This is an optimization exercise on Yosys and OpenROAD, whose aim is small area and a short achievable clock period, not a production implementation.
In this exercise RTL edits were held to simulation tests only and were not proved equivalent to the original.

File: design/flow/design.v
module fixed(
input [15:0] data,
output [15:0] fixed
);
wire sign = data[15];
wire expo_sign = data[14];
wire [3:0] e = data[13:10];
wire [11:0] w = {1'b1, data[9:0], 1'b0};
wire [26:0] wl = {15'b0, w} << e;
wire [11:0] wr = w >> e;
wire left = expo_sign & (e != 4'd0);
wire zero = (data == 16'b0);
wire [14:0] fv = zero ? 15'b0 : (left ? wl[16:2] : {3'b0, wr});
wire [14:0] mag = sign ? (~fv + 15'd1) : fv;
assign fixed = {sign, mag};
endmodule
module fir (
input [15:0] signal,
input clk,
output [15:0] out,
output [15:0] f1,
output [31:0] f2,f3,f4,
output [15:0] fo1
);
wire sign = signal[15];
wire expo_sign = signal[14];
wire [3:0] e = signal[13:10];
wire [11:0] w = {1'b1, signal[9:0], 1'b0};
wire [26:0] wl = {15'b0, w} << e;
wire [11:0] wr = w >> e;
wire left = expo_sign & (e != 4'd0);
wire zero = (signal == 16'b0);
wire [14:0] fv = zero ? 15'b0 : (left ? wl[16:2] : {3'b0, wr});
wire fz = (fv == 15'b0);
wire [15:0] mg = {sign & fz, fv};
wire [19:0] sx = {20{~sign}};
wire signed [15:0] xq_a = {1'b0, fv ^ {15{sign}}};
wire signed [15:0] xq_b = 16'sd0;
wire signed [15:0] xq;
add_sk_16 i_xq (.a(xq_a), .b(xq_b), .ci(sign), .s(xq));
wire signed [15:0] xin = {sign, xq[14:0]};
wire signed [19:0] nc_x = {1'b0, mg, 3'b0} ^ sx;
wire signed [19:0] nc_y = {4'b0, mg} ^ sx;
wire signed [19:0] nc_z = {18'b0, ~sign, 1'b0};
wire signed [19:0] nc_s = nc_x ^ nc_y ^ nc_z;
wire [19:0] nc_m = (nc_x & nc_y) | (nc_x & nc_z) | (nc_y & nc_z);
wire signed [19:0] nin_a = nc_s;
wire signed [19:0] nin_b = {nc_m[18:0], 1'b0};
wire signed [19:0] nin;
add_sk_20 i_nin (.a(nin_a), .b(nin_b), .ci(1'b0), .s(nin));
reg signed [15:0] x;
reg signed [19:0] n;           
always @(posedge clk) begin
  x <= xin;
  n <= nin;
end
wire signed [18:0] m5_a = n;
wire signed [18:0] m5_b = x <<< 2;
wire signed [18:0] m5;
add_sk_19 i_m5 (.a(m5_a), .b(m5_b), .ci(1'b0), .s(m5));
wire signed [19:0] m11_a = n;
wire signed [19:0] m11_b = ~(x <<< 1);
wire signed [19:0] m11;
add_sk_20 i_m11 (.a(m11_a), .b(m11_b), .ci(1'b1), .s(m11));
wire signed [21:0] m45_a = n <<< 2;
wire signed [21:0] m45_b = n;
wire signed [21:0] m45;
add_sk_22 i_m45 (.a(m45_a), .b(m45_b), .ci(1'b0), .s(m45));
reg signed [9:0] ndh;          
reg nz;                        
reg signed [18:0] m5d;         
reg signed [21:0] m45d;        
reg signed [19:0] m11d;        
reg signed [19:0] r4;          
always @(posedge clk) begin
  ndh <= n[19:10];
  nz <= ~|n[9:0];
  m5d <= m5;
  m45d <= m45;
  m11d <= m11;
  r4 <= {m5d, 1'b0};
end
wire signed [23:0] p205_a = m45d;
wire signed [23:0] p205_b = m5d <<< 5;
wire signed [23:0] p205;
add_bk_24 i_p205 (.a(p205_a), .b(p205_b), .ci(1'b0), .s(p205));
wire signed [24:0] c407_x = m11d <<< 5;
wire signed [24:0] c407_y = m45d;
wire signed [24:0] c407_z = m5d <<< 1;
wire signed [24:0] c407_s = c407_x ^ c407_y ^ c407_z;
wire [24:0] c407_m = (c407_x & c407_y) | (c407_x & c407_z) | (c407_y & c407_z);
wire signed [24:0] p407_a = c407_s;
wire signed [24:0] p407_b = {c407_m[23:0], 1'b0};
wire signed [24:0] p407;
add_bk_25 i_p407 (.a(p407_a), .b(p407_b), .ci(1'b0), .s(p407));
wire signed [24:0] c327_x = m11d <<< 5;
wire signed [24:0] c327_y = ~(m5d <<< 2);
wire signed [24:0] c327_z = ~m5d;
wire signed [24:0] c327_s = c327_x ^ c327_y ^ c327_z;
wire [24:0] c327_m = (c327_x & c327_y) | (c327_x & c327_z) | (c327_y & c327_z);
wire signed [24:0] p327_a = c327_s;
wire signed [24:0] p327_b = {c327_m[23:0], 1'b1};
wire signed [24:0] p327;
add_bk_25 i_p327 (.a(p327_a), .b(p327_b), .ci(1'b1), .s(p327));
wire signed [8:0]  t9   = ndh[9:1];
wire signed [8:0]  t11  = m11d[19:11];
wire signed [8:0]  t10  = m5d[18:10];
wire signed [9:0]  c18  = ~ndh;           wire z18  = nz;
wire signed [11:0] c90  = ~m45d[21:10];   wire z90  = ~|m45d[9:0];
wire signed [12:0] c205 = ~p205[23:11];   wire z205 = ~|p205[10:0];
wire signed [13:0] c327 = ~p327[24:11];   wire z327 = ~|p327[10:0];
wire signed [13:0] c407 = ~p407[24:11];   wire z407 = ~|p407[10:0];
reg signed [8:0] v15;
reg signed [9:0] v14;
reg signed [9:0] v13;
reg signed [10:0] v12;
reg signed [12:0] v11;
reg signed [13:0] v10;
reg signed [14:0] v9;
reg signed [15:0] v8;
reg signed [15:0] v7;
reg signed [15:0] v6;
reg signed [15:0] v5;
reg signed [15:0] v4;
reg signed [15:0] v3;
wire signed [9:0] v14_n_a = t11;
wire signed [9:0] v14_n_b = v15;
wire signed [9:0] v14_n;
add_rip_10 i_v14_n (.a(v14_n_a), .b(v14_n_b), .ci(1'b0), .s(v14_n));
wire signed [9:0] v13_n_a = t10;
wire signed [9:0] v13_n_b = v14;
wire signed [9:0] v13_n;
add_rip_10 i_v13_n (.a(v13_n_a), .b(v13_n_b), .ci(1'b0), .s(v13_n));
wire signed [10:0] v12_n_a = c18;
wire signed [10:0] v12_n_b = v13;
wire signed [10:0] v12_n;
add_rip_11 i_v12_n (.a(v12_n_a), .b(v12_n_b), .ci(z18), .s(v12_n));
wire signed [12:0] v11_n_a = c90;
wire signed [12:0] v11_n_b = v12;
wire signed [12:0] v11_n;
add_rip_13 i_v11_n (.a(v11_n_a), .b(v11_n_b), .ci(z90), .s(v11_n));
wire signed [13:0] v10_n_a = c205;
wire signed [13:0] v10_n_b = v11;
wire signed [13:0] v10_n;
add_rip_14 i_v10_n (.a(v10_n_a), .b(v10_n_b), .ci(z205), .s(v10_n));
wire signed [14:0] v9_n_a = c327;
wire signed [14:0] v9_n_b = v10;
wire signed [14:0] v9_n;
add_rip_15 i_v9_n (.a(v9_n_a), .b(v9_n_b), .ci(z327), .s(v9_n));
wire signed [15:0] v8_n_a = c407;
wire signed [15:0] v8_n_b = v9;
wire signed [15:0] v8_n;
add_rip_16 i_v8_n (.a(v8_n_a), .b(v8_n_b), .ci(z407), .s(v8_n));
wire signed [15:0] v7_n_a = c407;
wire signed [15:0] v7_n_b = v8;
wire signed [15:0] v7_n;
add_rip_16 i_v7_n (.a(v7_n_a), .b(v7_n_b), .ci(z407), .s(v7_n));
wire signed [15:0] v6_n_a = c327;
wire signed [15:0] v6_n_b = v7;
wire signed [15:0] v6_n;
add_rip_16 i_v6_n (.a(v6_n_a), .b(v6_n_b), .ci(z327), .s(v6_n));
wire signed [15:0] v5_n_a = c205;
wire signed [15:0] v5_n_b = v6;
wire signed [15:0] v5_n;
add_rip_16 i_v5_n (.a(v5_n_a), .b(v5_n_b), .ci(z205), .s(v5_n));
wire signed [15:0] v4_n_a = c90;
wire signed [15:0] v4_n_b = v5;
wire signed [15:0] v4_n;
add_rip_16 i_v4_n (.a(v4_n_a), .b(v4_n_b), .ci(z90), .s(v4_n));
wire signed [15:0] v3_n_a = c18;
wire signed [15:0] v3_n_b = v4;
wire signed [15:0] v3_n;
add_rip_16 i_v3_n (.a(v3_n_a), .b(v3_n_b), .ci(z18), .s(v3_n));
wire signed [8:0] t11x = m11[19:11];
wire signed [9:0] u_n_a = t11x;
wire signed [9:0] u_n_b = t10;
wire signed [9:0] u_n;
add_rip_10 i_u_n (.a(u_n_a), .b(u_n_b), .ci(1'b0), .s(u_n));
wire signed [15:0] cs1_x = t11x;
wire signed [15:0] cs1_y = t10;
wire signed [15:0] cs1_z = v3;
wire signed [15:0] cs1_s = cs1_x ^ cs1_y ^ cs1_z;
wire [15:0] cs1_m = (cs1_x & cs1_y) | (cs1_x & cs1_z) | (cs1_y & cs1_z);
wire signed [15:0] s1_n_a = cs1_s;
wire signed [15:0] s1_n_b = {cs1_m[14:0], 1'b0};
wire signed [15:0] s1_n;
add_rip_16 i_s1_n (.a(s1_n_a), .b(s1_n_b), .ci(1'b0), .s(s1_n));
reg signed [15:0] s1;
reg signed [9:0] u;
always @(posedge clk) begin
  v15 <= t9;
  v14 <= v14_n;
  v13 <= v13_n;
  v12 <= v12_n;
  v11 <= v11_n;
  v10 <= v10_n;
  v9 <= v9_n;
  v8 <= v8_n;
  v7 <= v7_n;
  v6 <= v6_n;
  v5 <= v5_n;
  v4 <= v4_n;
  v3 <= v3_n;
  u <= u_n;
  s1 <= s1_n;
end
wire signed [8:0] t0 = n[19:11];
wire signed [15:0] out_n_a = s1;
wire signed [15:0] out_n_b = t0;
wire signed [15:0] out_n;
add_sk_16 i_out_n (.a(out_n_a), .b(out_n_b), .ci(1'b0), .s(out_n));
wire signed [15:0] fo1_n_a = u;
wire signed [15:0] fo1_n_b = t0;
wire signed [15:0] fo1_n;
add_sk_16 i_fo1_n (.a(fo1_n_a), .b(fo1_n_b), .ci(1'b0), .s(fo1_n));
assign out = out_n;
assign fo1 = fo1_n;
assign f1 = x;
assign f2 = {{12{n[19]}}, n};
assign f3 = {{12{m11d[19]}}, m11d};
assign f4 = {{12{r4[19]}}, r4};
endmodule
module add_sk_16(input [15:0] a, input [15:0] b, input ci, output [15:0] s);
wire [15:0] p = a ^ b;
wire [15:0] g0 = a & b;
wire [15:0] g = {g0[15:1], g0[0] | (p[0] & ci)};
wire G1 = g[1] | (p[1] & g[0]);
wire P1 = p[1] & p[0];
wire G2 = g[3] | (p[3] & g[2]);
wire P2 = p[3] & p[2];
wire G3 = g[5] | (p[5] & g[4]);
wire P3 = p[5] & p[4];
wire G4 = g[7] | (p[7] & g[6]);
wire P4 = p[7] & p[6];
wire G5 = g[9] | (p[9] & g[8]);
wire P5 = p[9] & p[8];
wire G6 = g[11] | (p[11] & g[10]);
wire P6 = p[11] & p[10];
wire G7 = g[13] | (p[13] & g[12]);
wire P7 = p[13] & p[12];
wire G8 = g[15] | (p[15] & g[14]);
wire P8 = p[15] & p[14];
wire G9 = g[2] | (p[2] & G1);
wire P9 = p[2] & P1;
wire G10 = G2 | (P2 & G1);
wire P10 = P2 & P1;
wire G11 = g[6] | (p[6] & G3);
wire P11 = p[6] & P3;
wire G12 = G4 | (P4 & G3);
wire P12 = P4 & P3;
wire G13 = g[10] | (p[10] & G5);
wire P13 = p[10] & P5;
wire G14 = G6 | (P6 & G5);
wire P14 = P6 & P5;
wire G15 = g[14] | (p[14] & G7);
wire P15 = p[14] & P7;
wire G16 = G8 | (P8 & G7);
wire P16 = P8 & P7;
wire G17 = g[4] | (p[4] & G10);
wire P17 = p[4] & P10;
wire G18 = G3 | (P3 & G10);
wire P18 = P3 & P10;
wire G19 = G11 | (P11 & G10);
wire P19 = P11 & P10;
wire G20 = G12 | (P12 & G10);
wire P20 = P12 & P10;
wire G21 = g[12] | (p[12] & G14);
wire P21 = p[12] & P14;
wire G22 = G7 | (P7 & G14);
wire P22 = P7 & P14;
wire G23 = G15 | (P15 & G14);
wire P23 = P15 & P14;
wire G24 = G16 | (P16 & G14);
wire P24 = P16 & P14;
wire G25 = g[8] | (p[8] & G20);
wire P25 = p[8] & P20;
wire G26 = G5 | (P5 & G20);
wire P26 = P5 & P20;
wire G27 = G13 | (P13 & G20);
wire P27 = P13 & P20;
wire G28 = G14 | (P14 & G20);
wire P28 = P14 & P20;
wire G29 = G21 | (P21 & G20);
wire P29 = P21 & P20;
wire G30 = G22 | (P22 & G20);
wire P30 = P22 & P20;
wire G31 = G23 | (P23 & G20);
wire P31 = P23 & P20;
wire G32 = G24 | (P24 & G20);
wire P32 = P24 & P20;
wire [16:0] c = {G32, G31, G30, G29, G28, G27, G26, G25, G20, G19, G18, G17, G10, G9, G1, g[0], ci};
assign s = p ^ c[15:0];
endmodule
module add_sk_20(input [19:0] a, input [19:0] b, input ci, output [19:0] s);
wire [19:0] p = a ^ b;
wire [19:0] g0 = a & b;
wire [19:0] g = {g0[19:1], g0[0] | (p[0] & ci)};
wire G1 = g[1] | (p[1] & g[0]);
wire P1 = p[1] & p[0];
wire G2 = g[3] | (p[3] & g[2]);
wire P2 = p[3] & p[2];
wire G3 = g[5] | (p[5] & g[4]);
wire P3 = p[5] & p[4];
wire G4 = g[7] | (p[7] & g[6]);
wire P4 = p[7] & p[6];
wire G5 = g[9] | (p[9] & g[8]);
wire P5 = p[9] & p[8];
wire G6 = g[11] | (p[11] & g[10]);
wire P6 = p[11] & p[10];
wire G7 = g[13] | (p[13] & g[12]);
wire P7 = p[13] & p[12];
wire G8 = g[15] | (p[15] & g[14]);
wire P8 = p[15] & p[14];
wire G9 = g[17] | (p[17] & g[16]);
wire P9 = p[17] & p[16];
wire G10 = g[19] | (p[19] & g[18]);
wire P10 = p[19] & p[18];
wire G11 = g[2] | (p[2] & G1);
wire P11 = p[2] & P1;
wire G12 = G2 | (P2 & G1);
wire P12 = P2 & P1;
wire G13 = g[6] | (p[6] & G3);
wire P13 = p[6] & P3;
wire G14 = G4 | (P4 & G3);
wire P14 = P4 & P3;
wire G15 = g[10] | (p[10] & G5);
wire P15 = p[10] & P5;
wire G16 = G6 | (P6 & G5);
wire P16 = P6 & P5;
wire G17 = g[14] | (p[14] & G7);
wire P17 = p[14] & P7;
wire G18 = G8 | (P8 & G7);
wire P18 = P8 & P7;
wire G19 = g[18] | (p[18] & G9);
wire P19 = p[18] & P9;
wire G20 = G10 | (P10 & G9);
wire P20 = P10 & P9;
wire G21 = g[4] | (p[4] & G12);
wire P21 = p[4] & P12;
wire G22 = G3 | (P3 & G12);
wire P22 = P3 & P12;
wire G23 = G13 | (P13 & G12);
wire P23 = P13 & P12;
wire G24 = G14 | (P14 & G12);
wire P24 = P14 & P12;
wire G25 = g[12] | (p[12] & G16);
wire P25 = p[12] & P16;
wire G26 = G7 | (P7 & G16);
wire P26 = P7 & P16;
wire G27 = G17 | (P17 & G16);
wire P27 = P17 & P16;
wire G28 = G18 | (P18 & G16);
wire P28 = P18 & P16;
wire G29 = g[8] | (p[8] & G24);
wire P29 = p[8] & P24;
wire G30 = G5 | (P5 & G24);
wire P30 = P5 & P24;
wire G31 = G15 | (P15 & G24);
wire P31 = P15 & P24;
wire G32 = G16 | (P16 & G24);
wire P32 = P16 & P24;
wire G33 = G25 | (P25 & G24);
wire P33 = P25 & P24;
wire G34 = G26 | (P26 & G24);
wire P34 = P26 & P24;
wire G35 = G27 | (P27 & G24);
wire P35 = P27 & P24;
wire G36 = G28 | (P28 & G24);
wire P36 = P28 & P24;
wire G37 = g[16] | (p[16] & G36);
wire P37 = p[16] & P36;
wire G38 = G9 | (P9 & G36);
wire P38 = P9 & P36;
wire G39 = G19 | (P19 & G36);
wire P39 = P19 & P36;
wire G40 = G20 | (P20 & G36);
wire P40 = P20 & P36;
wire [20:0] c = {G40, G39, G38, G37, G36, G35, G34, G33, G32, G31, G30, G29, G24, G23, G22, G21, G12, G11, G1, g[0], ci};
assign s = p ^ c[19:0];
endmodule
module add_sk_19(input [18:0] a, input [18:0] b, input ci, output [18:0] s);
wire [18:0] p = a ^ b;
wire [18:0] g0 = a & b;
wire [18:0] g = {g0[18:1], g0[0] | (p[0] & ci)};
wire G1 = g[1] | (p[1] & g[0]);
wire P1 = p[1] & p[0];
wire G2 = g[3] | (p[3] & g[2]);
wire P2 = p[3] & p[2];
wire G3 = g[5] | (p[5] & g[4]);
wire P3 = p[5] & p[4];
wire G4 = g[7] | (p[7] & g[6]);
wire P4 = p[7] & p[6];
wire G5 = g[9] | (p[9] & g[8]);
wire P5 = p[9] & p[8];
wire G6 = g[11] | (p[11] & g[10]);
wire P6 = p[11] & p[10];
wire G7 = g[13] | (p[13] & g[12]);
wire P7 = p[13] & p[12];
wire G8 = g[15] | (p[15] & g[14]);
wire P8 = p[15] & p[14];
wire G9 = g[17] | (p[17] & g[16]);
wire P9 = p[17] & p[16];
wire G10 = g[2] | (p[2] & G1);
wire P10 = p[2] & P1;
wire G11 = G2 | (P2 & G1);
wire P11 = P2 & P1;
wire G12 = g[6] | (p[6] & G3);
wire P12 = p[6] & P3;
wire G13 = G4 | (P4 & G3);
wire P13 = P4 & P3;
wire G14 = g[10] | (p[10] & G5);
wire P14 = p[10] & P5;
wire G15 = G6 | (P6 & G5);
wire P15 = P6 & P5;
wire G16 = g[14] | (p[14] & G7);
wire P16 = p[14] & P7;
wire G17 = G8 | (P8 & G7);
wire P17 = P8 & P7;
wire G18 = g[18] | (p[18] & G9);
wire P18 = p[18] & P9;
wire G19 = g[4] | (p[4] & G11);
wire P19 = p[4] & P11;
wire G20 = G3 | (P3 & G11);
wire P20 = P3 & P11;
wire G21 = G12 | (P12 & G11);
wire P21 = P12 & P11;
wire G22 = G13 | (P13 & G11);
wire P22 = P13 & P11;
wire G23 = g[12] | (p[12] & G15);
wire P23 = p[12] & P15;
wire G24 = G7 | (P7 & G15);
wire P24 = P7 & P15;
wire G25 = G16 | (P16 & G15);
wire P25 = P16 & P15;
wire G26 = G17 | (P17 & G15);
wire P26 = P17 & P15;
wire G27 = g[8] | (p[8] & G22);
wire P27 = p[8] & P22;
wire G28 = G5 | (P5 & G22);
wire P28 = P5 & P22;
wire G29 = G14 | (P14 & G22);
wire P29 = P14 & P22;
wire G30 = G15 | (P15 & G22);
wire P30 = P15 & P22;
wire G31 = G23 | (P23 & G22);
wire P31 = P23 & P22;
wire G32 = G24 | (P24 & G22);
wire P32 = P24 & P22;
wire G33 = G25 | (P25 & G22);
wire P33 = P25 & P22;
wire G34 = G26 | (P26 & G22);
wire P34 = P26 & P22;
wire G35 = g[16] | (p[16] & G34);
wire P35 = p[16] & P34;
wire G36 = G9 | (P9 & G34);
wire P36 = P9 & P34;
wire G37 = G18 | (P18 & G34);
wire P37 = P18 & P34;
wire [19:0] c = {G37, G36, G35, G34, G33, G32, G31, G30, G29, G28, G27, G22, G21, G20, G19, G11, G10, G1, g[0], ci};
assign s = p ^ c[18:0];
endmodule
module add_sk_22(input [21:0] a, input [21:0] b, input ci, output [21:0] s);
wire [21:0] p = a ^ b;
wire [21:0] g0 = a & b;
wire [21:0] g = {g0[21:1], g0[0] | (p[0] & ci)};
wire G1 = g[1] | (p[1] & g[0]);
wire P1 = p[1] & p[0];
wire G2 = g[3] | (p[3] & g[2]);
wire P2 = p[3] & p[2];
wire G3 = g[5] | (p[5] & g[4]);
wire P3 = p[5] & p[4];
wire G4 = g[7] | (p[7] & g[6]);
wire P4 = p[7] & p[6];
wire G5 = g[9] | (p[9] & g[8]);
wire P5 = p[9] & p[8];
wire G6 = g[11] | (p[11] & g[10]);
wire P6 = p[11] & p[10];
wire G7 = g[13] | (p[13] & g[12]);
wire P7 = p[13] & p[12];
wire G8 = g[15] | (p[15] & g[14]);
wire P8 = p[15] & p[14];
wire G9 = g[17] | (p[17] & g[16]);
wire P9 = p[17] & p[16];
wire G10 = g[19] | (p[19] & g[18]);
wire P10 = p[19] & p[18];
wire G11 = g[21] | (p[21] & g[20]);
wire P11 = p[21] & p[20];
wire G12 = g[2] | (p[2] & G1);
wire P12 = p[2] & P1;
wire G13 = G2 | (P2 & G1);
wire P13 = P2 & P1;
wire G14 = g[6] | (p[6] & G3);
wire P14 = p[6] & P3;
wire G15 = G4 | (P4 & G3);
wire P15 = P4 & P3;
wire G16 = g[10] | (p[10] & G5);
wire P16 = p[10] & P5;
wire G17 = G6 | (P6 & G5);
wire P17 = P6 & P5;
wire G18 = g[14] | (p[14] & G7);
wire P18 = p[14] & P7;
wire G19 = G8 | (P8 & G7);
wire P19 = P8 & P7;
wire G20 = g[18] | (p[18] & G9);
wire P20 = p[18] & P9;
wire G21 = G10 | (P10 & G9);
wire P21 = P10 & P9;
wire G22 = g[4] | (p[4] & G13);
wire P22 = p[4] & P13;
wire G23 = G3 | (P3 & G13);
wire P23 = P3 & P13;
wire G24 = G14 | (P14 & G13);
wire P24 = P14 & P13;
wire G25 = G15 | (P15 & G13);
wire P25 = P15 & P13;
wire G26 = g[12] | (p[12] & G17);
wire P26 = p[12] & P17;
wire G27 = G7 | (P7 & G17);
wire P27 = P7 & P17;
wire G28 = G18 | (P18 & G17);
wire P28 = P18 & P17;
wire G29 = G19 | (P19 & G17);
wire P29 = P19 & P17;
wire G30 = g[20] | (p[20] & G21);
wire P30 = p[20] & P21;
wire G31 = G11 | (P11 & G21);
wire P31 = P11 & P21;
wire G32 = g[8] | (p[8] & G25);
wire P32 = p[8] & P25;
wire G33 = G5 | (P5 & G25);
wire P33 = P5 & P25;
wire G34 = G16 | (P16 & G25);
wire P34 = P16 & P25;
wire G35 = G17 | (P17 & G25);
wire P35 = P17 & P25;
wire G36 = G26 | (P26 & G25);
wire P36 = P26 & P25;
wire G37 = G27 | (P27 & G25);
wire P37 = P27 & P25;
wire G38 = G28 | (P28 & G25);
wire P38 = P28 & P25;
wire G39 = G29 | (P29 & G25);
wire P39 = P29 & P25;
wire G40 = g[16] | (p[16] & G39);
wire P40 = p[16] & P39;
wire G41 = G9 | (P9 & G39);
wire P41 = P9 & P39;
wire G42 = G20 | (P20 & G39);
wire P42 = P20 & P39;
wire G43 = G21 | (P21 & G39);
wire P43 = P21 & P39;
wire G44 = G30 | (P30 & G39);
wire P44 = P30 & P39;
wire G45 = G31 | (P31 & G39);
wire P45 = P31 & P39;
wire [22:0] c = {G45, G44, G43, G42, G41, G40, G39, G38, G37, G36, G35, G34, G33, G32, G25, G24, G23, G22, G13, G12, G1, g[0], ci};
assign s = p ^ c[21:0];
endmodule
module add_bk_24(input [23:0] a, input [23:0] b, input ci, output [23:0] s);
wire [23:0] p = a ^ b;
wire [23:0] g0 = a & b;
wire [23:0] g = {g0[23:1], g0[0] | (p[0] & ci)};
wire G1 = g[1] | (p[1] & g[0]);
wire P1 = p[1] & p[0];
wire G2 = g[3] | (p[3] & g[2]);
wire P2 = p[3] & p[2];
wire G3 = g[5] | (p[5] & g[4]);
wire P3 = p[5] & p[4];
wire G4 = g[7] | (p[7] & g[6]);
wire P4 = p[7] & p[6];
wire G5 = g[9] | (p[9] & g[8]);
wire P5 = p[9] & p[8];
wire G6 = g[11] | (p[11] & g[10]);
wire P6 = p[11] & p[10];
wire G7 = g[13] | (p[13] & g[12]);
wire P7 = p[13] & p[12];
wire G8 = g[15] | (p[15] & g[14]);
wire P8 = p[15] & p[14];
wire G9 = g[17] | (p[17] & g[16]);
wire P9 = p[17] & p[16];
wire G10 = g[19] | (p[19] & g[18]);
wire P10 = p[19] & p[18];
wire G11 = g[21] | (p[21] & g[20]);
wire P11 = p[21] & p[20];
wire G12 = g[23] | (p[23] & g[22]);
wire P12 = p[23] & p[22];
wire G13 = G2 | (P2 & G1);
wire P13 = P2 & P1;
wire G14 = G4 | (P4 & G3);
wire P14 = P4 & P3;
wire G15 = G6 | (P6 & G5);
wire P15 = P6 & P5;
wire G16 = G8 | (P8 & G7);
wire P16 = P8 & P7;
wire G17 = G10 | (P10 & G9);
wire P17 = P10 & P9;
wire G18 = G12 | (P12 & G11);
wire P18 = P12 & P11;
wire G19 = G14 | (P14 & G13);
wire P19 = P14 & P13;
wire G20 = G16 | (P16 & G15);
wire P20 = P16 & P15;
wire G21 = G18 | (P18 & G17);
wire P21 = P18 & P17;
wire G22 = G20 | (P20 & G19);
wire P22 = P20 & P19;
wire G23 = G21 | (P21 & G22);
wire P23 = P21 & P22;
wire G24 = G15 | (P15 & G19);
wire P24 = P15 & P19;
wire G25 = G17 | (P17 & G22);
wire P25 = P17 & P22;
wire G26 = G3 | (P3 & G13);
wire P26 = P3 & P13;
wire G27 = G5 | (P5 & G19);
wire P27 = P5 & P19;
wire G28 = G7 | (P7 & G24);
wire P28 = P7 & P24;
wire G29 = G9 | (P9 & G22);
wire P29 = P9 & P22;
wire G30 = G11 | (P11 & G25);
wire P30 = P11 & P25;
wire G31 = g[2] | (p[2] & G1);
wire P31 = p[2] & P1;
wire G32 = g[4] | (p[4] & G13);
wire P32 = p[4] & P13;
wire G33 = g[6] | (p[6] & G26);
wire P33 = p[6] & P26;
wire G34 = g[8] | (p[8] & G19);
wire P34 = p[8] & P19;
wire G35 = g[10] | (p[10] & G27);
wire P35 = p[10] & P27;
wire G36 = g[12] | (p[12] & G24);
wire P36 = p[12] & P24;
wire G37 = g[14] | (p[14] & G28);
wire P37 = p[14] & P28;
wire G38 = g[16] | (p[16] & G22);
wire P38 = p[16] & P22;
wire G39 = g[18] | (p[18] & G29);
wire P39 = p[18] & P29;
wire G40 = g[20] | (p[20] & G25);
wire P40 = p[20] & P25;
wire G41 = g[22] | (p[22] & G30);
wire P41 = p[22] & P30;
wire [24:0] c = {G23, G41, G30, G40, G25, G39, G29, G38, G22, G37, G28, G36, G24, G35, G27, G34, G19, G33, G26, G32, G13, G31, G1, g[0], ci};
assign s = p ^ c[23:0];
endmodule
module add_bk_25(input [24:0] a, input [24:0] b, input ci, output [24:0] s);
wire [24:0] p = a ^ b;
wire [24:0] g0 = a & b;
wire [24:0] g = {g0[24:1], g0[0] | (p[0] & ci)};
wire G1 = g[1] | (p[1] & g[0]);
wire P1 = p[1] & p[0];
wire G2 = g[3] | (p[3] & g[2]);
wire P2 = p[3] & p[2];
wire G3 = g[5] | (p[5] & g[4]);
wire P3 = p[5] & p[4];
wire G4 = g[7] | (p[7] & g[6]);
wire P4 = p[7] & p[6];
wire G5 = g[9] | (p[9] & g[8]);
wire P5 = p[9] & p[8];
wire G6 = g[11] | (p[11] & g[10]);
wire P6 = p[11] & p[10];
wire G7 = g[13] | (p[13] & g[12]);
wire P7 = p[13] & p[12];
wire G8 = g[15] | (p[15] & g[14]);
wire P8 = p[15] & p[14];
wire G9 = g[17] | (p[17] & g[16]);
wire P9 = p[17] & p[16];
wire G10 = g[19] | (p[19] & g[18]);
wire P10 = p[19] & p[18];
wire G11 = g[21] | (p[21] & g[20]);
wire P11 = p[21] & p[20];
wire G12 = g[23] | (p[23] & g[22]);
wire P12 = p[23] & p[22];
wire G13 = G2 | (P2 & G1);
wire P13 = P2 & P1;
wire G14 = G4 | (P4 & G3);
wire P14 = P4 & P3;
wire G15 = G6 | (P6 & G5);
wire P15 = P6 & P5;
wire G16 = G8 | (P8 & G7);
wire P16 = P8 & P7;
wire G17 = G10 | (P10 & G9);
wire P17 = P10 & P9;
wire G18 = G12 | (P12 & G11);
wire P18 = P12 & P11;
wire G19 = G14 | (P14 & G13);
wire P19 = P14 & P13;
wire G20 = G16 | (P16 & G15);
wire P20 = P16 & P15;
wire G21 = G18 | (P18 & G17);
wire P21 = P18 & P17;
wire G22 = G20 | (P20 & G19);
wire P22 = P20 & P19;
wire G23 = G21 | (P21 & G22);
wire P23 = P21 & P22;
wire G24 = G15 | (P15 & G19);
wire P24 = P15 & P19;
wire G25 = G17 | (P17 & G22);
wire P25 = P17 & P22;
wire G26 = G3 | (P3 & G13);
wire P26 = P3 & P13;
wire G27 = G5 | (P5 & G19);
wire P27 = P5 & P19;
wire G28 = G7 | (P7 & G24);
wire P28 = P7 & P24;
wire G29 = G9 | (P9 & G22);
wire P29 = P9 & P22;
wire G30 = G11 | (P11 & G25);
wire P30 = P11 & P25;
wire G31 = g[2] | (p[2] & G1);
wire P31 = p[2] & P1;
wire G32 = g[4] | (p[4] & G13);
wire P32 = p[4] & P13;
wire G33 = g[6] | (p[6] & G26);
wire P33 = p[6] & P26;
wire G34 = g[8] | (p[8] & G19);
wire P34 = p[8] & P19;
wire G35 = g[10] | (p[10] & G27);
wire P35 = p[10] & P27;
wire G36 = g[12] | (p[12] & G24);
wire P36 = p[12] & P24;
wire G37 = g[14] | (p[14] & G28);
wire P37 = p[14] & P28;
wire G38 = g[16] | (p[16] & G22);
wire P38 = p[16] & P22;
wire G39 = g[18] | (p[18] & G29);
wire P39 = p[18] & P29;
wire G40 = g[20] | (p[20] & G25);
wire P40 = p[20] & P25;
wire G41 = g[22] | (p[22] & G30);
wire P41 = p[22] & P30;
wire G42 = g[24] | (p[24] & G23);
wire P42 = p[24] & P23;
wire [25:0] c = {G42, G23, G41, G30, G40, G25, G39, G29, G38, G22, G37, G28, G36, G24, G35, G27, G34, G19, G33, G26, G32, G13, G31, G1, g[0], ci};
assign s = p ^ c[24:0];
endmodule
module add_rip_10(input [9:0] a, input [9:0] b, input ci, output [9:0] s);
wire [10:0] c;
assign c[0] = ci;
genvar i;
generate for (i = 0; i < 10; i = i + 1) begin : r
  assign s[i] = a[i] ^ b[i] ^ c[i];
  assign c[i+1] = (a[i] & b[i]) | (a[i] & c[i]) | (b[i] & c[i]);
end endgenerate
endmodule
module add_rip_11(input [10:0] a, input [10:0] b, input ci, output [10:0] s);
wire [11:0] c;
assign c[0] = ci;
genvar i;
generate for (i = 0; i < 11; i = i + 1) begin : r
  assign s[i] = a[i] ^ b[i] ^ c[i];
  assign c[i+1] = (a[i] & b[i]) | (a[i] & c[i]) | (b[i] & c[i]);
end endgenerate
endmodule
module add_rip_13(input [12:0] a, input [12:0] b, input ci, output [12:0] s);
wire [13:0] c;
assign c[0] = ci;
genvar i;
generate for (i = 0; i < 13; i = i + 1) begin : r
  assign s[i] = a[i] ^ b[i] ^ c[i];
  assign c[i+1] = (a[i] & b[i]) | (a[i] & c[i]) | (b[i] & c[i]);
end endgenerate
endmodule
module add_rip_14(input [13:0] a, input [13:0] b, input ci, output [13:0] s);
wire [14:0] c;
assign c[0] = ci;
genvar i;
generate for (i = 0; i < 14; i = i + 1) begin : r
  assign s[i] = a[i] ^ b[i] ^ c[i];
  assign c[i+1] = (a[i] & b[i]) | (a[i] & c[i]) | (b[i] & c[i]);
end endgenerate
endmodule
module add_rip_15(input [14:0] a, input [14:0] b, input ci, output [14:0] s);
wire [15:0] c;
assign c[0] = ci;
genvar i;
generate for (i = 0; i < 15; i = i + 1) begin : r
  assign s[i] = a[i] ^ b[i] ^ c[i];
  assign c[i+1] = (a[i] & b[i]) | (a[i] & c[i]) | (b[i] & c[i]);
end endgenerate
endmodule
module add_rip_16(input [15:0] a, input [15:0] b, input ci, output [15:0] s);
wire [16:0] c;
assign c[0] = ci;
genvar i;
generate for (i = 0; i < 16; i = i + 1) begin : r
  assign s[i] = a[i] ^ b[i] ^ c[i];
  assign c[i+1] = (a[i] & b[i]) | (a[i] & c[i]) | (b[i] & c[i]);
end endgenerate
endmodule
File: design/flow/flow/run.sh
#!/bin/bash
# The standard layout (the standard.sh), with the ports buffered by buf_1 cells.
bash standard.sh BUFFER_PORTS_ARGS="-buffer_cell sky130_fd_sc_hd__buf_1" finish > standard.log 2>&1
File: design/flow/standard.sh
#!/bin/bash
# synth_recipe.tcl (not shown) runs the flow's synth.tcl, then flattens the netlist and writes it again
# the make line also repeats each setting of config.mk as NAME=value (left out here)
make -C /OpenROAD-flow-scripts/flow DESIGN_CONFIG=/design/flow/config.mk WORK_HOME=/design/flow/orfs CLKGATE_MAP_FILE= SYNTH_SCRIPT=/design/flow/synth_recipe.tcl "${@:-finish}"
File: design/flow/config.mk
export PLATFORM = sky130hd
export DESIGN_NAME = fir
export DESIGN_NICKNAME = fir
export VERILOG_FILES = /design/flow/design.v
export SDC_FILE = /design/flow/constraint.sdc
export NUM_CORES = 4
export LEC_CHECK = 0
export ABC_AREA = 1
export CAP_MARGIN = 20
export CORE_MARGIN = 2
export CORE_UTILIZATION = 40
export CTS_BUF_LIST = sky130_fd_sc_hd__clkbuf_8 sky130_fd_sc_hd__clkbuf_16
export CTS_CLUSTER_DIAMETER = 60
export CTS_CLUSTER_SIZE = 40
export SLEW_MARGIN = 20
File: design/flow/constraint.sdc
create_clock -name core_clock -period 30.0 [get_ports {clk}]
set_input_delay 6.0000 -clock core_clock [delete_from_list [all_inputs] [get_ports {clk}]]
set_output_delay 6.0000 -clock core_clock [all_outputs]
set_load 0.01 [all_outputs]
==> flow_summary.html, run 1 <==
<table>
<tr><th>Metric</th><th>Value</th></tr>
<tr><th colspan="2">Run status</th></tr>
<tr><td>Run status</td><td>finished clean</td></tr>
<tr><th colspan="2">Clock tree</th></tr>
<tr><td>Buffers inserted during post-CTS setup optimization</td><td>0</td></tr>
<tr><td>Depth of the CTS H-tree</td><td>1</td></tr>
<tr><td>CTS Hold Bufs</td><td>0</td></tr>
<tr><td>Post-CTS sizing</td><td>0</td></tr>
<tr><td>Clock-pin slew on the worst setup and hold paths</td><td>0.08 ns</td></tr>
<tr><td>Clock root buffer master</td><td>clkbuf_16</td></tr>
<tr><td>Max Buffers Root-to-Sink</td><td>3</td></tr>
<tr><td>Number of sinks handled by clock tree synthesis</td><td>328</td></tr>
<tr><td>Clock latency (worst-skew pair)</td><td>0.57 ns</td></tr>
<tr><td>Number of clock buffers inserted by TritonCTS</td><td>26</td></tr>
<tr><td>TritonCTS clock tree</td><td>built</td></tr>
<tr><th colspan="2">Route</th></tr>
<tr><td>Remaining design rule violation count</td><td>0</td></tr>
<tr><td>Total number of vias</td><td>13.5k</td></tr>
<tr><td>TritonRoute pass-1 iters</td><td>7</td></tr>
<tr><td>Routed Wire Length</td><td>47900 um</td></tr>
<tr><td>Routed wire length per instance</td><td>16.5 um</td></tr>
<tr><td>Antenna viol nets, final</td><td>0</td></tr>
<tr><td>Via count normalized by instance count</td><td>4.65</td></tr>
<tr><td>Violation count after the first detailed-route iteration</td><td>720</td></tr>
<tr><th colspan="2">Critical path</th></tr>
<tr><td>Critical Path Sink Type</td><td>flop</td></tr>
<tr><td>Startpoint of the worst setup timing path</td><td>signal[10]</td></tr>
<tr><td>Largest stage delay, worst path</td><td>0.74 ns</td></tr>
<tr><td>Crit Reg-Reg Startpoint</td><td>m45d[1]$_DFF_P_</td></tr>
<tr><td>Crit path arrival time</td><td>10.55 ns</td></tr>
<tr><td>Cells along the critical path</td><td>buf_1, nand2_1, and2_1, o21ai_0, nand2_1, o211ai_1, nand2_1, o21ai_0, inv_1, ha_1, inv_1, ha_1, ha_1, nand2_1, inv_1, nand2_1, a21oi_1, nor2_1, o21ai_0, inv_1, fa_1, xnor2_1</td></tr>
<tr><td>Worst flop-to-flop path endpoint</td><td>v6[15]$_DFF_P_</td></tr>
<tr><td>CP bufs+invs</td><td>5</td></tr>
<tr><td>Crit-path max FO</td><td>17</td></tr>
<tr><td>Sort of element at the start of the critical path</td><td>input pin</td></tr>
<tr><td>Count of cells along the worst register-to-register path</td><td>32</td></tr>
<tr><td>Critical Path Slowest Stage Cell</td><td>buf_1</td></tr>
<tr><td>Start-to-end type of the worst setup path</td><td>in2reg</td></tr>
<tr><td>Largest delay contributor family on the critical path</td><td>adder cells</td></tr>
<tr><td>Required time at the worst-slack endpoint</td><td>30.46 ns</td></tr>
<tr><td>Library cell appearing most often on the critical path</td><td>nand2_1</td></tr>
<tr><td>Critical path depth in cells</td><td>22</td></tr>
<tr><td>Flop2flop setup slack</td><td>19.94 ns</td></tr>
<tr><th colspan="2">Global routing</th></tr>
<tr><td>Largest net degree at the start of global routing</td><td>31</td></tr>
<tr><td>Final global-route overflow total</td><td>0</td></tr>
<tr><td>Number of global-route vias before repair</td><td>14.5k</td></tr>
<tr><td>Number of antenna violations at the first check in global routing</td><td>0</td></tr>
<tr><td>Wire length of the first global-routing pass</td><td>78100 um</td></tr>
<tr><td>GRT Resource Usage Total</td><td>0.186</td></tr>
<tr><th colspan="2">Yosys</th></tr>
<tr><td>Mean instance size in the synthesized netlist</td><td>10.2 um^2</td></tr>
<tr><td>Top flip-flop cell by instance count after synthesis</td><td>dfxtp_1</td></tr>
<tr><td>Distinct cell type count after synthesis</td><td>49</td></tr>
<tr><td>YS warnings</td><td>1</td></tr>
<tr><td>Synthesized Nets</td><td>2549</td></tr>
<tr><td>Fraction of registers with async set/reset</td><td>0</td></tr>
<tr><td>Number of flops mapped to enable cells by yosys</td><td>0</td></tr>
<tr><td>Cell count after synthesis</td><td>2057</td></tr>
<tr><td>Number of synthesized register bits</td><td>328</td></tr>
<tr><td>Sequential fraction of the synthesis area</td><td>0.314</td></tr>
<tr><td>Netlist Area Pre-Place</td><td>0.0209 mm^2</td></tr>
<tr><th colspan="2">STA</th></tr>
<tr><td>Final Slew Violations</td><td>0</td></tr>
<tr><td>Number of endpoints with negative hold slack in the final report</td><td>0</td></tr>
<tr><td>Shortest period the worst path allows</td><td>10.09 ns</td></tr>
<tr><td>Share of the clock period used by the worst path</td><td>0.336</td></tr>
<tr><td>Final Skew</td><td>0.0171 ns</td></tr>
<tr><td>Setup repair after global routing missed its margin</td><td>false</td></tr>
<tr><td>Setup TNS</td><td>0 ns</td></tr>
<tr><td>Slew at the pin closest to its max-slew limit</td><td>1.03 ns</td></tr>
<tr><td>Least setup slack across all paths after layout</td><td>19.91 ns</td></tr>
<tr><td>Slew Limit Headroom</td><td>0.315</td></tr>
<tr><td>Final setup violating endpoints</td><td>0</td></tr>
<tr><td>Fmax achieved</td><td>99.1 MHz</td></tr>
<tr><th colspan="2">Floorplanning</th></tr>
<tr><td>Initial Utilization</td><td>0.405</td></tr>
<tr><td>Number of cell rows</td><td>83</td></tr>
<tr><td>Number of placed I/O pins</td><td>161</td></tr>
<tr><td>Die Area</td><td>0.0540 mm^2</td></tr>
<tr><td>Horizontal die dimension</td><td>232 um</td></tr>
<tr><td>Die Y</td><td>232 um</td></tr>
<tr><td>Core area</td><td>0.0515 mm^2</td></tr>
<tr><th colspan="2">Finish</th></tr>
<tr><td>Finished Core Util</td><td>0.444</td></tr>
<tr><td>Number of nets in the finished design</td><td>2690</td></tr>
<tr><td>Fraction of layout instances using a drive strength above 1</td><td>0.0424</td></tr>
<tr><td>Post-route non-filler standard cell count</td><td>2898</td></tr>
<tr><td>Number of antenna diodes</td><td>0</td></tr>
<tr><td>Fill cell count</td><td>4956</td></tr>
<tr><td>Area growth, synth to finish</td><td>9.47%</td></tr>
<tr><th colspan="2">Job</th></tr>
<tr><td>Max-cap check violation count</td><td>0</td></tr>
<tr><th colspan="2">Placement</th></tr>
<tr><td>HPWL Detailed</td><td>39500 um</td></tr>
<tr><td>Buffers on Ports</td><td>159</td></tr>
<tr><td>Setup slack after placement</td><td>19.42 ns</td></tr>
<tr><td>Number of cells in the design after placement</td><td>2850</td></tr>
<tr><td>Placer Congestion</td><td>0.890</td></tr>
<tr><th colspan="2">Min path</th></tr>
<tr><td>Worst Hold End</td><td>v15[3]$_DFF_P_</td></tr>
<tr><td>Path category of the worst min-delay check</td><td>reg2reg</td></tr>
<tr><td>Hold Path Origin</td><td>ndh[4]$_DFF_P_</td></tr>
<tr><td>Worst Hold Depth</td><td>0</td></tr>
</table>
routing by layer:
metal | global-route usage | routed length [um]
met2 | 0.309 | 22700
met1 | 0.251 | 22000
met3 | 0.0289 | 1860
met4 | 0.0549 | 1380
met5 | 0 | 0
synth_stat cells (3+ instances only):
| master | number | area share |
|---|---|---|
| buf_4 | 44 | 0.016 |
| buf_6 | 3 | 0.0016 |
| ha_1 | 190 | 0.11 |
| inv_1 | 394 | 0.071 |
| nand3_1 | 120 | 0.029 |
| nor4_1 | 5 | 0.0015 |
| or2_2 | 3 | 0.00090 |
| nand3_2 | 5 | 0.0024 |
| a211oi_1 | 6 | 0.0022 |
| a21boi_0 | 4 | 0.0014 |
| inv_2 | 4 | 0.00072 |
| nor2_1 | 74 | 0.013 |
| nor2_4 | 4 | 0.0022 |
| dfxtp_1 | 328 | 0.31 |
| o21bai_1 | 10 | 0.0036 |
| nor3_1 | 12 | 0.0029 |
| xor2_1 | 62 | 0.026 |
| nand3b_1 | 3 | 0.0011 |
| nand2_2 | 9 | 0.0027 |
| a21o_1 | 8 | 0.0029 |
| nor2_2 | 3 | 0.00090 |
| nand4_1 | 18 | 0.0054 |
| o21ai_1 | 4 | 0.00096 |
| o21a_1 | 3 | 0.0011 |
| xnor2_1 | 54 | 0.023 |
| o211ai_1 | 5 | 0.0018 |
| buf_2 | 3 | 0.00072 |
| fa_1 | 285 | 0.27 |
| a31oi_1 | 6 | 0.0018 |
| nand2_1 | 253 | 0.045 |
| o21ai_0 | 27 | 0.0065 |
| a21oi_1 | 83 | 0.020 |
cell type report:
| cell class | count | area (um^2) | share of cell area |
|---|---|---|---|
| Tap cell | 680 | 851 | 0.0372 |
| Sequential cell | 328 | 6570 | 0.287 |
| Multi-Input combinational cell | 1275 | 12400 | 0.542 |
| Clock inverter | 21 | 223 | 0.00974 |
| Clock buffer | 27 | 664 | 0.0291 |
| Inverter | 400 | 1510 | 0.0659 |
| Timing Repair Buffer | 167 | 657 | 0.0287 |
worst register-to-register path: cells and delay by family (launching register included):
family,cells,cell delay [ns]
fa+ha+maj,18,7.32
compound gates,5,1.13
flops,1,0.54
simple gates,4,0.35
xor+xnor,1,0.19
buf+inv,4,0.42
registers in the layout (all words and copies together) (netlist names):
| register | cells |
|---|---|
| v11 | 13 |
| v3 | 16 |
| m5d | 17 |
| r4 | 19 |
| v5 | 16 |
| v10 | 14 |
| m11d | 20 |
| v8 | 16 |
| v4 | 16 |
| n | 20 |
| v14 | 10 |
| v15 | 9 |
| v7 | 16 |
| v9 | 15 |
| u | 10 |
| v6 | 16 |
| x | 16 |
| v13 | 10 |
| ndh | 10 |
| v12 | 11 |
| m45d | 21 |
| s1 | 16 |
| nz | 1 |
cell usage in the layout (no fill, tap or decap), types with 4 or more instances in the layout:
cell,instances
o211ai_1,5
a21boi_0,4
o21ai_0,27
a21oi_1,83
inv_8,4
nor3_1,12
o21ai_1,4
xor2_1,62
nor2_4,4
nand4_1,18
clkinv_8,4
a211oi_1,6
inv_1,394
nand2_2,9
inv_6,4
xnor2_1,54
nor2_1,74
nand2_1,253
nand3_1,120
ha_1,190
buf_1,159
clkbuf_16,26
o21bai_1,10
nor4_1,5
buf_4,8
fa_1,285
a31oi_1,6
inv_2,4
clkinv_4,5
a21o_1,8
dfxtp_1,328
nand3_2,5
cells by family after synthesis:
logic type / synth area share
and+or+nand+nor: 0.110
adders and majority gates: 0.387
buffers and inverters: 0.0921
DFF: 0.314
AOI/OAI and AO/OA: 0.0472
xor gates and xnor gates: 0.0487
other: 0.000180
per-stage QoR:
| stage | area [um^2] | hold WS, ns |
|---|---|---|
| 4_1_cts | 22900 | 0.425 |
| 3_3_place_gp | 22000 | 0.403 |
| 3_5_place_dp | 22000 | 0.411 |
| 2_1_floorplan | 20900 | 0.355 |
| 6_report | 22900 | 0.420 |
| 5_1_grt | 22900 | 0.439 |
worst max path at each step:
stage / to / slack (ns)
after floorplan: v6[15]$_DFF_P_ / 20.66
after global placement: n[16]$_DFF_P_ / 19.47
after detailed placement: n[17]$_DFF_P_ / 19.42
after CTS: v6[15]$_DFF_P_ / 19.81
after global routing: v6[15]$_DFF_P_ / 19.23
final: n[17]$_DFF_P_ / 19.91
==> run 2, diff against run 1 <==
--- a/design/flow/config.mk
+++ b/design/flow/config.mk
@@ -10,5 +10,4 @@
 export CORE_MARGIN = 2
 export CORE_UTILIZATION = 40
-export CTS_BUF_LIST = sky130_fd_sc_hd__clkbuf_8 sky130_fd_sc_hd__clkbuf_16
 export CTS_CLUSTER_DIAMETER = 60
 export CTS_CLUSTER_SIZE = 40
==> flow_summary.html, run 2 <==
<table>
<tr><th>Metric</th><th>Value</th></tr>
<tr><th colspan="2">Finish</th></tr>
<tr><td>Sequential cell area in the final layout</td><td>0.00657 mm^2 (unchanged)</td></tr>
<tr><td>Leading cell types in the layout, fill and taps excluded</td><td>394 x inv_1, 328 x dfxtp_1, 285 x fa_1, 253 x nand2_1, 190 x ha_1</td></tr>
<tr><td>Number of flip-flops in the largest register</td><td>21 (unchanged)</td></tr>
<tr><td>Post-route non-filler standard cell count</td><td>2898 (unchanged)</td></tr>
<tr><td>Most common cell after layout, fill and taps aside</td><td>inv_1</td></tr>
<tr><td>Largest reg by FF count</td><td>m45d</td></tr>
<tr><td>Fill cell count</td><td>4956 (unchanged)</td></tr>
<tr><td>Number of antenna diodes</td><td>0 (unchanged)</td></tr>
<tr><td>Number of nets in the finished design</td><td>2690 (unchanged)</td></tr>
<tr><td>Largest regs</td><td>m45d x21, m11d x20, n x20</td></tr>
<tr><td>Area growth, synth to finish</td><td>9.47% (unchanged)</td></tr>
<tr><td>Area of combinational cells with multiple inputs</td><td>0.0124 mm^2 (unchanged)</td></tr>
<tr><td>Fraction of layout instances using a drive strength above 1</td><td>0.0424 (unchanged)</td></tr>
<tr><th colspan="2">Critical path</th></tr>
<tr><td>Startpoint of the worst setup timing path</td><td>signal[10]</td></tr>
<tr><td>Start-to-end type of the worst setup path</td><td>in2reg</td></tr>
<tr><td>Critical Path Sink Type</td><td>flop</td></tr>
<tr><td>Crit path arrival time</td><td>10.55 ns (about the same)</td></tr>
<tr><td>Required time at the worst-slack endpoint</td><td>30.46 ns (about the same)</td></tr>
<tr><td>Crit-path max FO</td><td>17 (unchanged)</td></tr>
<tr><td>Sort of element at the start of the critical path</td><td>input pin</td></tr>
<tr><td>Crit Reg-Reg Startpoint</td><td>m45d[1]$_DFF_P_</td></tr>
<tr><th colspan="2">Clock tree</th></tr>
<tr><td>Post-CTS sizing</td><td>0 (unchanged)</td></tr>
<tr><td>Clock-pin slew on the worst setup and hold paths</td><td>0.08 ns (about the same)</td></tr>
<tr><td>Buffers inserted during post-CTS setup optimization</td><td>0 (unchanged)</td></tr>
<tr><td>CTS Hold Bufs</td><td>0 (unchanged)</td></tr>
<tr><td>Clock root buffer master</td><td>clkbuf_16</td></tr>
<tr><td>Max Buffers Root-to-Sink</td><td>3 (unchanged)</td></tr>
<tr><td>TritonCTS clock tree</td><td>built</td></tr>
<tr><td>Number of clock buffers inserted by TritonCTS</td><td>26 (unchanged)</td></tr>
<tr><td>Clock latency (worst-skew pair)</td><td>0.57 ns (about the same)</td></tr>
<tr><td>Depth of the CTS H-tree</td><td>1 (unchanged)</td></tr>
<tr><td>Number of sinks handled by clock tree synthesis</td><td>328 (unchanged)</td></tr>
<tr><th colspan="2">STA</th></tr>
<tr><td>Shortest period the worst path allows</td><td>10.09 ns (unchanged)</td></tr>
<tr><td>Final Slew Violations</td><td>0 (unchanged)</td></tr>
<tr><td>Setup TNS</td><td>0 ns (unchanged)</td></tr>
<tr><td>Fmax achieved</td><td>99.1 MHz (unchanged)</td></tr>
<tr><td>Setup repair after global routing missed its margin</td><td>false</td></tr>
<tr><td>Share of the clock period used by the worst path</td><td>0.336 (unchanged)</td></tr>
<tr><td>Final setup violating endpoints</td><td>0 (unchanged)</td></tr>
<tr><td>Slew at the pin closest to its max-slew limit</td><td>1.03 ns (unchanged)</td></tr>
<tr><td>Slew Limit Headroom</td><td>0.315 (unchanged)</td></tr>
<tr><td>Number of endpoints with negative hold slack in the final report</td><td>0 (unchanged)</td></tr>
<tr><td>Final Skew</td><td>0.0171 ns (unchanged)</td></tr>
<tr><td>Worst hold margin</td><td>0.420 ns (unchanged)</td></tr>
<tr><th colspan="2">Route</th></tr>
<tr><td>Total number of vias</td><td>13.5k (unchanged)</td></tr>
<tr><td>Routed Wire Length</td><td>47900 um (unchanged)</td></tr>
<tr><td>TritonRoute pass-1 iters</td><td>7 (unchanged)</td></tr>
<tr><td>Via count normalized by instance count</td><td>4.65 (unchanged)</td></tr>
<tr><td>Violation count after the first detailed-route iteration</td><td>720 (unchanged)</td></tr>
<tr><td>Remaining design rule violation count</td><td>0 (unchanged)</td></tr>
<tr><td>Routed wire length per instance</td><td>16.5 um (unchanged)</td></tr>
<tr><td>Antenna viol nets, final</td><td>0 (unchanged)</td></tr>
<tr><th colspan="2">Yosys</th></tr>
<tr><td>Simple-gate share of the synthesized area</td><td>0.110 (unchanged)</td></tr>
<tr><td>Number of synthesized register bits</td><td>328 (unchanged)</td></tr>
<tr><td>Fraction of registers with async set/reset</td><td>0 (unchanged)</td></tr>
<tr><td>Netlist Area Pre-Place</td><td>0.0209 mm^2 (unchanged)</td></tr>
<tr><td>Mean instance size in the synthesized netlist</td><td>10.2 um^2 (unchanged)</td></tr>
<tr><td>Cell accounting for the most synthesized area</td><td>dfxtp_1</td></tr>
<tr><td>Top post-synthesis cells by area</td><td>dfxtp_1 31%, fa_1 27%, ha_1 11%</td></tr>
<tr><td>Distinct cell type count after synthesis</td><td>49 (unchanged)</td></tr>
<tr><td>Combinational family with the most area after synthesis</td><td>adder cells</td></tr>
<tr><td>Complex-gate fraction of the synthesized area</td><td>0.0472 (unchanged)</td></tr>
<tr><td>Most frequently used cell type in the post-synthesis netlist</td><td>inv_1</td></tr>
<tr><td>Post-synthesis adder-cell area fraction</td><td>0.387 (unchanged)</td></tr>
<tr><td>Top flip-flop cell by instance count after synthesis</td><td>dfxtp_1</td></tr>
<tr><td>Xor/xnor share of the synthesized area</td><td>0.0487 (unchanged)</td></tr>
<tr><td>Synthesized Nets</td><td>2549 (unchanged)</td></tr>
<tr><td>Number of flops mapped to enable cells by yosys</td><td>0 (unchanged)</td></tr>
<tr><td>Top-area cell type share of the netlist area</td><td>0.314 (unchanged)</td></tr>
<tr><td>Cell count after synthesis</td><td>2057 (unchanged)</td></tr>
<tr><td>Sequential fraction of the synthesis area</td><td>0.314 (unchanged)</td></tr>
<tr><td>Most frequent cells after synthesis</td><td>394 x inv_1, 328 x dfxtp_1, 285 x fa_1</td></tr>
<tr><td>Mux share of post-synthesis cell area</td><td>0 (unchanged)</td></tr>
<tr><td>YS warnings</td><td>1 (unchanged)</td></tr>
<tr><th colspan="2">Global routing</th></tr>
<tr><td>Wire length of the first global-routing pass</td><td>78100 um (unchanged)</td></tr>
<tr><td>GRT Resource Usage Total</td><td>0.186 (unchanged)</td></tr>
<tr><td>Number of antenna violations at the first check in global routing</td><td>0 (unchanged)</td></tr>
<tr><td>Final global-route overflow total</td><td>0 (unchanged)</td></tr>
<tr><td>Largest net degree at the start of global routing</td><td>31 (unchanged)</td></tr>
<tr><td>Number of global-route vias before repair</td><td>14.5k (unchanged)</td></tr>
<tr><th colspan="2">Placement</th></tr>
<tr><td>Buffers on Ports</td><td>159 (unchanged)</td></tr>
<tr><td>Number of cells in the design after placement</td><td>2850 (unchanged)</td></tr>
<tr><td>Placer Congestion</td><td>0.890 (unchanged)</td></tr>
<tr><td>HPWL Detailed</td><td>39500 um (unchanged)</td></tr>
<tr><th colspan="2">Floorplanning</th></tr>
<tr><td>Number of cell rows</td><td>83 (unchanged)</td></tr>
<tr><td>Core area</td><td>0.0515 mm^2 (unchanged)</td></tr>
<tr><td>Die Area</td><td>0.0540 mm^2 (unchanged)</td></tr>
<tr><td>Horizontal die dimension</td><td>232 um (unchanged)</td></tr>
<tr><td>Die Y</td><td>232 um (unchanged)</td></tr>
<tr><td>Initial Utilization</td><td>0.405 (unchanged)</td></tr>
<tr><td>Number of placed I/O pins</td><td>161 (unchanged)</td></tr>
<tr><th colspan="2">Run status</th></tr>
<tr><td>Run status</td><td>finished clean</td></tr>
<tr><th colspan="2">Job</th></tr>
<tr><td>Max-cap check violation count</td><td>0 (unchanged)</td></tr>
<tr><th colspan="2">Min path</th></tr>
<tr><td>Path category of the worst min-delay check</td><td>reg2reg</td></tr>
<tr><td>Hold Path Origin</td><td>ndh[4]$_DFF_P_</td></tr>
</table>
==> run 2: kinds of logic (layout without fill, tap and decap cells) <==
| kind of cell | count (synthesis) | after routing |
|---|---|---|
| adder cells (fa/ha/maj) | 475 | 475 |
| AND/OR/NAND/NOR | 515 | 515 |
| flip-flops | 328 | 328 |
| AO/OA/AOI/OAI | 168 | 168 |
| buffers and inverters | 454 | 615 |
| XOR/XNOR | 116 | 116 |
| other | 1 | 1 |
==> run 2: worst paths after layout <==
kind	endpoint	slack [ns]	depth (start not counted)
max reg2reg	v6[15]$_DFF_P_	19.94	32
max	n[17]$_DFF_P_	19.91	22
min	v15[3]$_DFF_P_	0.42	0
min reg2reg	v15[3]$_DFF_P_	0.42	0
==> run 2: critical path, stage by stage <==
cell and delay, ns:
buf_1 0.74, nand2_1 0.21, and2_1 0.24, o21ai_0 0.20, nand2_1 0.08, o211ai_1 0.08, nand2_1 0.08, o21ai_0 0.18
inv_1 0.16, ha_1 0.31, inv_1 0.04, ha_1 0.30, ha_1 0.35, nand2_1 0.07, inv_1 0.05, nand2_1 0.07
a21oi_1 0.14, nor2_1 0.12, o21ai_0 0.42, inv_1 0.13, fa_1 0.45, xnor2_1 0.14
==> run 2: stage by stage <==
| stage | setup WS (ns) | util | area (um^2) |
|---|---|---|---|
| final | 19.91 | 0.444 | 22900 |
| after floorplan | 20.66 | - | 20900 |
| after CTS | 19.81 | 0.444 | 22900 |
| after global routing | 19.23 | 0.444 | 22900 |
| after global placement | 19.47 | 0.427 | 22000 |
| after detailed placement | 19.42 | 0.427 | 22000 |
==> run 2: layer usage <==
layer	vias up	part of all wire	GRT usage
li1	6648	-	-
met4	0	0.029	0.0549
met3	74	0.039	0.0289
met1	6539	0.46	0.251
met2	222	0.47	0.309
met5	-	0	0
==> run 2: layout make-up <==
cell class / instances / area share
clock buffers: 27 / 0.0291
repair buffers: 167 / 0.0287
flip-flops and latches: 328 / 0.287
well taps: 680 / 0.0372
multi-input cells: 1275 / 0.542
clock inverters: 21 / 0.00974
inverters: 400 / 0.0659
==> run 3, diff against run 2 <==
--- a/design/flow/config.mk
+++ b/design/flow/config.mk
@@ -10,5 +10,6 @@
 export CORE_MARGIN = 2
 export CORE_UTILIZATION = 40
-export CTS_CLUSTER_DIAMETER = 60
-export CTS_CLUSTER_SIZE = 40
+export CTS_BUF_LIST = sky130_fd_sc_hd__clkbuf_8
+export CTS_CLUSTER_DIAMETER = 40
+export CTS_CLUSTER_SIZE = 30
 export SLEW_MARGIN = 20
==> flow_summary.html, run 3 <==
<table>
<tr><th>Metric</th><th>Value</th></tr>
<tr><th colspan="2">Min path</th></tr>
<tr><td>Path category of the worst min-delay check</td><td>reg2reg</td></tr>
<tr><td>Worst Hold Depth</td><td>0 (unchanged)</td></tr>
<tr><th colspan="2">Placement</th></tr>
<tr><td>HPWL Detailed</td><td>39500 um (unchanged)</td></tr>
<tr><th colspan="2">Clock tree</th></tr>
<tr><td>Clock latency (worst-skew pair)</td><td>0.66 ns (+0.09 ns)</td></tr>
<tr><td>Max Buffers Root-to-Sink</td><td>3 (unchanged)</td></tr>
<tr><td>Number of sinks handled by clock tree synthesis</td><td>328 (unchanged)</td></tr>
<tr><td>Depth of the CTS H-tree</td><td>2 (+1)</td></tr>
<tr><td>Clock root buffer master</td><td>clkbuf_8</td></tr>
<tr><td>Clock-pin slew on the worst setup and hold paths</td><td>0.10 ns (+0.02 ns)</td></tr>
<tr><td>TritonCTS clock tree</td><td>built</td></tr>
<tr><td>Buffers inserted during post-CTS setup optimization</td><td>0 (unchanged)</td></tr>
<tr><th colspan="2">Global routing</th></tr>
<tr><td>Largest net degree at the start of global routing</td><td>31 (unchanged)</td></tr>
<tr><td>Met3 Use GR</td><td>0.0400 (+0.0110)</td></tr>
<tr><td>Wire length of the first global-routing pass</td><td>78900 um (+1.0%)</td></tr>
<tr><th colspan="2">Yosys</th></tr>
<tr><td>YS warnings</td><td>1 (unchanged)</td></tr>
<tr><td>Number of synthesized register bits</td><td>328 (unchanged)</td></tr>
<tr><td>Complex-gate fraction of the synthesized area</td><td>0.0472 (unchanged)</td></tr>
<tr><td>Mean instance size in the synthesized netlist</td><td>10.2 um^2 (unchanged)</td></tr>
<tr><td>Cell accounting for the most synthesized area</td><td>dfxtp_1</td></tr>
<tr><td>Top post-synthesis cells by area</td><td>dfxtp_1 31%, fa_1 27%, ha_1 11%</td></tr>
<tr><td>Post-synthesis adder-cell area fraction</td><td>0.387 (unchanged)</td></tr>
<tr><td>Xor/xnor share of the synthesized area</td><td>0.0487 (unchanged)</td></tr>
<tr><td>Top-area cell type share of the netlist area</td><td>0.314 (unchanged)</td></tr>
<tr><td>Fraction of registers with async set/reset</td><td>0 (unchanged)</td></tr>
<tr><td>Top flip-flop cell by instance count after synthesis</td><td>dfxtp_1</td></tr>
<tr><th colspan="2">Run status</th></tr>
<tr><td>Run status</td><td>finished clean</td></tr>
<tr><th colspan="2">Job</th></tr>
<tr><td>Max-cap check violation count</td><td>0 (unchanged)</td></tr>
<tr><th colspan="2">STA</th></tr>
<tr><td>Setup repair after global routing missed its margin</td><td>false</td></tr>
<tr><td>Final Slew Violations</td><td>0 (unchanged)</td></tr>
<tr><td>Setup TNS</td><td>0 ns (unchanged)</td></tr>
<tr><td>Final Skew</td><td>0.0605 ns (+0.0434 ns)</td></tr>
<tr><th colspan="2">Floorplanning</th></tr>
<tr><td>Die Y</td><td>232 um (unchanged)</td></tr>
<tr><td>Number of placed I/O pins</td><td>161 (unchanged)</td></tr>
<tr><th colspan="2">Finish</th></tr>
<tr><td>Largest reg by FF count</td><td>m45d</td></tr>
<tr><th colspan="2">Critical path</th></tr>
<tr><td>Crit-path max FO</td><td>8 (-9)</td></tr>
<tr><td>Required time at the worst-slack endpoint</td><td>30.54 ns (+0.08 ns)</td></tr>
<tr><td>Count of cells along the worst register-to-register path</td><td>32 (unchanged)</td></tr>
<tr><td>Critical Path Sink Type</td><td>flop</td></tr>
<tr><td>Sort of element at the start of the critical path</td><td>flop</td></tr>
<tr><td>Critical Path Slowest Stage Cell</td><td>dfxtp_1</td></tr>
<tr><th colspan="2">Route</th></tr>
<tr><td>Routed Wire Length</td><td>48400 um (+0.91%)</td></tr>
<tr><td>Remaining design rule violation count</td><td>0 (unchanged)</td></tr>
<tr><td>Routed wire length per instance</td><td>16.5 um (-0.43%)</td></tr>
</table>
## run 3: cell counts after synthesis
No cell type changed its count.
## run 3: worst min path at each step
stage,from,to,slack (ns)
global placement,ndh[4]$_DFF_P_,v15[3]$_DFF_P_,0.40
floorplan,m5d[4]$_DFF_P_,r4[5]$_DFF_P_,0.35
CTS,ndh[1]$_DFF_P_,v15[0]$_DFF_P_,0.36
detailed placement,ndh[5]$_DFF_P_,v15[4]$_DFF_P_,0.41
finish,ndh[1]$_DFF_P_,v15[0]$_DFF_P_,0.35
global route,ndh[1]$_DFF_P_,v15[0]$_DFF_P_,0.37
## run 3: routing by layer
layer	share of wire	vias up
li1	-	6701
met1	0.45	6594
met2	0.47	263
met3	0.047	96
met4	0.033	0
met5	0	-
## run 3: layout make-up
type	count	area (um^2)
Fill cell	4956	28400
Multi-Input combinational cell	1275	12400
Sequential cell	328	6570
Inverter	400	1510
Tap cell	680	851
Clock buffer	50	688
Timing Repair Buffer	167	657
Clock inverter	36	454
Antenna cell	1	2.50
## run 3: cells by family (layout without fill, tap and decap cells)
logic type / after synthesis / in the layout
xor gates and xnor gates: 116 / 116
DFF: 328 / 328
adders and majority gates: 475 / 475
AOI/OAI and AO/OA: 168 / 168
buffers and inverters: 454 / 653
and+or+nand+nor: 515 / 515
other: 1 / 2
## run 3: stage by stage
stage | utilization | hold WS (ns) | setup slack, ns | cells | instance area (um^2)
floorplan | - | 0.355 | 20.66 | 2057 | 20900
global placement | 0.427 | 0.403 | 19.47 | 2850 | 22000
detailed placement | 0.427 | 0.411 | 19.42 | 2850 | 22000
CTS | 0.449 | 0.357 | 19.82 | 2936 | 23100
global route | 0.449 | 0.367 | 19.25 | 2936 | 23100
finish | 0.449 | 0.354 | 19.93 | 2937 | 23100
## run 3: worst max-delay path, delay by kind of cell, from the launching register on
family	cells	cell delay, ns
AND/OR/NAND/NOR	4	0.35
flip-flops	1	0.54
adder cells (fa/ha/maj)	18	7.32
XOR/XNOR	1	0.19
AO/OA/AOI/OAI	5	1.12
buffers and inverters	4	0.42

==> afterwards: timing with drivers on the ports <==
How much do the figures lean on ideal ports? The routed layouts below were timed once more, with nothing changed but the port constraints.
Step 1 sets driving cells, clkbuf_16 on the clock port and buf_2 on the other inputs (assumed; they add their load-dependent delay and slew).
Step 2 moves the port delays by t, midway between the first and last clock arrival at a register: inputs arrive t later, outputs are due t later. That takes back most of the time a late clock gives input paths.
Three values: no drivers, after step 1, after step 2; two values: the first two.
run | shift t [ns] | setup slack, ns | worst setup path at the end | clock arrival spread, ns | worst data-port slew with drivers (ns)
run 1 | 0.616 | 19.907 / 19.929 / 19.313 | input to register | 0.018 / 0.018 | 0.03
run 2 | 0.616 | 19.907 / 19.929 / 19.313 | input to register | 0.018 / 0.018 | 0.03
run 3 | 0.678 | 19.934 / 19.934 / 19.326 | input to register | 0.062 / 0.063 | 0.03
After both steps setup and hold are still met in every run listed. The setup slack of run 3, which loses most, moves by 0.000 ns with the drivers and by -0.608 ns with both steps.
